This is an optimization exercise on Yosys and OpenROAD, whose aim is small area, a short achievable clock period and few clock cycles per item, not a production implementation. Where RTL was checked, it was by simulation tests only, not by an equivalence proof against the original.

==> module mod, before the edit <==
module mod #(parameter K = 2) (
	output [31:0] res,
	output reg done,
	input [31:0] ain,
	input [31:0] bin,
	input lt,
	input [31:0] diff,
	input start,
	input CLK,
	input reset
);
	localparam NG = (32 + K - 1) / K;	 
	localparam W  = NG * K;
	wire [W-1:0] a = {{(W-32){1'b0}}, ain};
	reg [31:0] p;		 
	reg [3:0] cnt;		 
	reg busy;
	reg [K-1:0] grp;	 
	reg [31:0] b_r;
	assign res = p;
	reg [4:0] ia, ib;
	integer i;
	always @(*) begin
		ia = 5'd0;
		ib = 5'd0;
		for (i = 0; i < 32; i = i + 1) begin
			if (ain[i]) ia = i;
			if (bin[i]) ib = i;
		end
	end
	wire bz = ~|bin;
	wire [4:0] s = ia - ib;
	wire [3:0] span = s / K;
	wire s0 = (s == 5'd0);
	wire fin = bz | lt | s0;
	reg [W-1:0] sh;
	always @(*) begin
		sh = a >> K;
		for (i = 0; i < 4; i = i + 1)
			if (span[i]) sh = sh >> (K << i);
	end
	wire [3:0] nidx = start ? span : cnt - 4'd1;
	reg [K-1:0] grp_n;
	always @(*) begin
		grp_n = {K{1'b0}};
		for (i = 0; i < NG; i = i + 1)
			if (nidx == i) grp_n = a[i*K +: K];
	end
	wire [32*K+31:0] q;
	assign q[31:0] = p;
	genvar j;
	generate
		for (j = 0; j < K; j = j + 1) begin : step
			div_step st (
				.r(q[32*j +: 32]),
				.x(grp[K-1-j]),
				.b(b_r),
				.ro(q[32*(j+1) +: 32])
			);
		end
	endgenerate
	always @(posedge CLK) begin
		if (reset) begin
			busy <= 1'b0;
			done <= 1'b0;
		end else if (start) begin
			busy <= ~fin;
			done <= fin;
		end else if (busy) begin
			busy <= |cnt;
			done <= ~|cnt;
		end
		b_r <= bin;
		grp <= grp_n;
		if (start) begin
			p <= (bz | lt) ? ain : s0 ? diff : sh[31:0];
			cnt <= span;
		end else if (busy) begin
			p <= q[32*K +: 32];
			cnt <= cnt - 4'd1;
		end
	end
endmodule
==> flow/config.mk <==
export PLATFORM = sky130hd
export DESIGN_NAME = alu
export DESIGN_NICKNAME = alu
export VERILOG_FILES = /design/flow/design.v
export SDC_FILE = /design/flow/constraint.sdc
export NUM_CORES = 4
export LEC_CHECK = 0
export ABC_AREA = 1
export CAP_MARGIN = 20
export CORE_MARGIN = 2
export CORE_UTILIZATION = 60
export CTS_BUF_LIST = sky130_fd_sc_hd__clkbuf_8
export SETUP_SLACK_MARGIN = 2.8
export SLEW_MARGIN = 20
export TNS_END_PERCENT = 10
==> flow/constraint.sdc <==
create_clock -name core_clock -period 11.0 [get_ports {CLK}]
set_input_delay 2.2000 -clock core_clock [delete_from_list [all_inputs] [get_ports {CLK}]]
set_output_delay 2.2000 -clock core_clock [all_outputs]
set_load 0.01 [all_outputs]
standard.sh (not shown) runs the stock make flow with config.mk's settings and CLKGATE_MAP_FILE= SYNTH_SCRIPT=/design/flow/synth_recipe.tcl, a recipe that flattens the netlist after the stock synthesis.
==> flow/flow/run.sh <==
#!/bin/bash
export BUFFER_PORTS_ARGS="-buffer_cell sky130_fd_sc_hd__buf_1"
bash standard.sh > standard.log 2>&1
Testbench counts at the start, summed over its fixed seeds: cycles 3,717, items 1,200.
Edit:
--- a/flow/design.v
+++ b/flow/design.v
@@ -287,18 +287,21 @@
 	wire s0 = (s == 5'd0);
 	wire fin = bz | lt | s0;
 	reg [W-1:0] sh;
 	always @(*) begin
-		sh = a >> K;
+		sh = a;
 		for (i = 0; i < 4; i = i + 1)
 			if (span[i]) sh = sh >> (K << i);
 	end
-	wire [3:0] nidx = start ? span : cnt - 4'd1;
+	wire [3:0] nidx = cnt - 4'd1;
 	reg [K-1:0] grp_n;
 	always @(*) begin
-		grp_n = {K{1'b0}};
-		for (i = 0; i < NG; i = i + 1)
-			if (nidx == i) grp_n = a[i*K +: K];
+		grp_n = sh[K-1:0];
+		if (!start) begin
+			grp_n = {K{1'b0}};
+			for (i = 0; i < NG; i = i + 1)
+				if (nidx == i) grp_n = a[i*K +: K];
+		end
 	end
 	wire [32*K+31:0] q;
 	assign q[31:0] = p;
 	genvar j;
@@ -325,9 +328,9 @@
 		end
 		b_r <= bin;
 		grp <= grp_n;
 		if (start) begin
-			p <= (bz | lt) ? ain : s0 ? diff : sh[31:0];
+			p <= (bz | lt) ? ain : s0 ? diff : sh[W-1:K];
 			cnt <= span;
 		end else if (busy) begin
 			p <= q[32*K +: 32];
 			cnt <= cnt - 4'd1;
The new run finished with timing, DRC and antenna clean.
Synthesized area rises by 1.8%.
Die area grows by 1.8%.
Critical path depth rose by 10.
Maximum frequency went down by 0.33%.
Utilization is higher by 0.30 points.
Hold slack is worse by 0.12 ns.
Clock-buffer cell count is higher by 1.
Routed wire length goes up by 2.4%.
Clock skew is higher by 0.015 ns.
No functional check of the RTL was part of the second run of this note.

========
rev 12:
alu, a different RTL version from the one above (not shown whole).
Size in the first run: about 73 flip-flops, about 110 I/O pins, about 16,000 sq um of cells after synthesis.
==> module mod, before the edit <==
module mod #(parameter K = 3) (
	output [31:0] res,
	output reg done,
	input [31:0] ain,
	input [31:0] bin,
	input lt,
	input start,
	input CLK,
	input reset
);
	localparam NG = (32 + K - 1) / K;
	localparam W  = NG * K;
	wire [W-1:0] a = {{(W-32){1'b0}}, ain};
	wire [W-1:0] b = {{(W-32){1'b0}}, bin};
	reg [31:0] p;
	reg [3:0] cnt;
	reg busy;
	assign res = p;
	reg [3:0] ia, ib;
	integer i;
	always @(*) begin
		ia = 4'd0;
		ib = 4'd0;
		for (i = 0; i < NG; i = i + 1) begin
			if (|a[i*K +: K]) ia = i;
			if (|b[i*K +: K]) ib = i;
		end
	end
	wire bz = ~|bin;
	wire [3:0] span = ia - ib;
	reg [31:0] pinit;
	always @(*) begin
		pinit = 32'd0;
		for (i = 0; i < NG; i = i + 1)
			if (span == i) pinit = a >> (K * (i + 1));
	end
	wire [3:0] nidx = start ? span : cnt - 4'd1;
	reg [K-1:0] grp_n, grp;
	reg [31:0] b_r;
	always @(*) begin
		grp_n = {K{1'b0}};
		for (i = 0; i < NG; i = i + 1)
			if (nidx == i) grp_n = a[i*K +: K];
	end
	reg [31:0] q;
	reg [33:0] t;
	integer j;
	always @(*) begin
		q = p;
		for (j = 0; j < K; j = j + 1) begin
			t = {1'b0, q, grp[K-1-j]} - {2'b0, b_r};
			q = t[33] ? {q[30:0], grp[K-1-j]} : t[31:0];
		end
	end
	always @(posedge CLK) begin
		if (reset) begin
			busy <= 1'b0;
			done <= 1'b0;
		end else if (start) begin
			busy <= ~(bz | lt);
			done <= bz | lt;
		end else if (busy) begin
			busy <= |cnt;
			done <= ~|cnt;
		end
		b_r <= bin;
		grp <= grp_n;
		if (start) begin
			p <= (bz | lt) ? ain : pinit;
			cnt <= span;
		end else if (busy) begin
			p <= q;
			cnt <= cnt - 4'd1;
		end
	end
endmodule
Settings: LEC_CHECK=0, CAP_MARGIN=20, CORE_MARGIN=2, CORE_UTILIZATION=40, SLEW_MARGIN=20; clock period 11.0 ns.
run.sh (not shown) runs the stock make flow with config.mk's settings and CLKGATE_MAP_FILE= SYNTH_SCRIPT=/design/flow/synth_recipe.tcl, a recipe that flattens the netlist after the stock synthesis.
Stock flow here: none of the scripts above is used.
--- input diff rev 12..rev 13 ---
--- a/flow/design.v
+++ b/flow/design.v
@@ -33,23 +33,21 @@
 		pinit = 32'd0;
 		for (i = 0; i < NG; i = i + 1)
 			if (span == i) pinit = a >> (K * (i + 1));
 	end
-	wire [3:0] nidx = start ? span : cnt - 4'd1;
-	reg [K-1:0] grp_n, grp;
-	reg [31:0] b_r;
+	reg [K-1:0] grp;
 	always @(*) begin
-		grp_n = {K{1'b0}};
+		grp = {K{1'b0}};
 		for (i = 0; i < NG; i = i + 1)
-			if (nidx == i) grp_n = a[i*K +: K];
+			if (cnt == i) grp = a[i*K +: K];
 	end
 	reg [31:0] q;
 	reg [33:0] t;
 	integer j;
 	always @(*) begin
 		q = p;
 		for (j = 0; j < K; j = j + 1) begin
-			t = {1'b0, q, grp[K-1-j]} - {2'b0, b_r};
+			t = {1'b0, q, grp[K-1-j]} - {2'b0, bin};
 			q = t[33] ? {q[30:0], grp[K-1-j]} : t[31:0];
 		end
 	end
 	always @(posedge CLK) begin
@@ -62,10 +60,8 @@
 		end else if (busy) begin
 			busy <= |cnt;
 			done <= ~|cnt;
 		end
-		b_r <= bin;
-		grp <= grp_n;
 		if (start) begin
 			p <= (bz | lt) ? ain : pinit;
 			cnt <= span;
 		end else if (busy) begin
==> comparison <==
- Delta (rev 13 minus rev 12): sequential cell count of the final layout decreased 35, final non-filler cell area +3.3%, count of input and output buffers closely matched the old numbers.
- For global-route wire length before repair, rev 13 and rev 12 come out practically identical.
- In rev 13 the post-route fraction of the period consumed by the critical path turned out 3.5 points higher than in rev 12.
- Multi-input logic portion of the cell area: rev 13 < rev 12
- Rev 13 ends up with higher area of placed instances than rev 12 does.
- Rev 13: met2 usage in global routing is 5.1 points higher than what rev 12 reported.
- [compare] base=rev 12 new=rev 13: first-pass iteration count of the detailed router saw little to no change, global route total overflow saw little to no change.
- Rev 13: area of the multi-input gates about 1.6% above rev 12
- The more densely filled core belongs to rev 13, not rev 12.
No functional check of the RTL was part of any run of this note.

[what the ideal ports hide]
The results above use ideal ports. As a check the final layouts listed here were re-extracted and re-timed, cells and wires unchanged.
Step 1 sets driving cells, clkbuf_16 on the clock port and buf_2 on the other inputs (assumed; they add their load-dependent delay and slew).
Step 2 adds t to the input delays and takes it off the output delays; t is the mean of the earliest and latest rising clock arrival at the registers after step 1. Input paths then give back, and output paths get back, about the clock's delay inside the block.
Three values: ideal, step 1, step 2; two values: the first two.
run | shift t [ns] | slack for setup (ns) | slew at the worst register clock pin (ns) | worst data-port slew with drivers (ns)
the first run of note 1 | 0.414 | 2.986 / 2.964 / 2.898 | 0.09 / 0.09 | 0.03
the second run of note 1 | 0.420 | 2.959 / 2.931 / 2.806 | 0.11 / 0.11 | 0.05
rev 12 | 0.389 | 0.788 / 0.788 / 0.788 | 0.07 / 0.07 | 0.04
rev 13 | 0.338 | 0.402 / 0.420 / 0.082 | 0.07 / 0.07 | 0.05
After both steps setup and hold are still met in every run listed. The setup slack of rev 13, which loses most, moves by +0.018 ns with the drivers and by -0.320 ns with both steps.
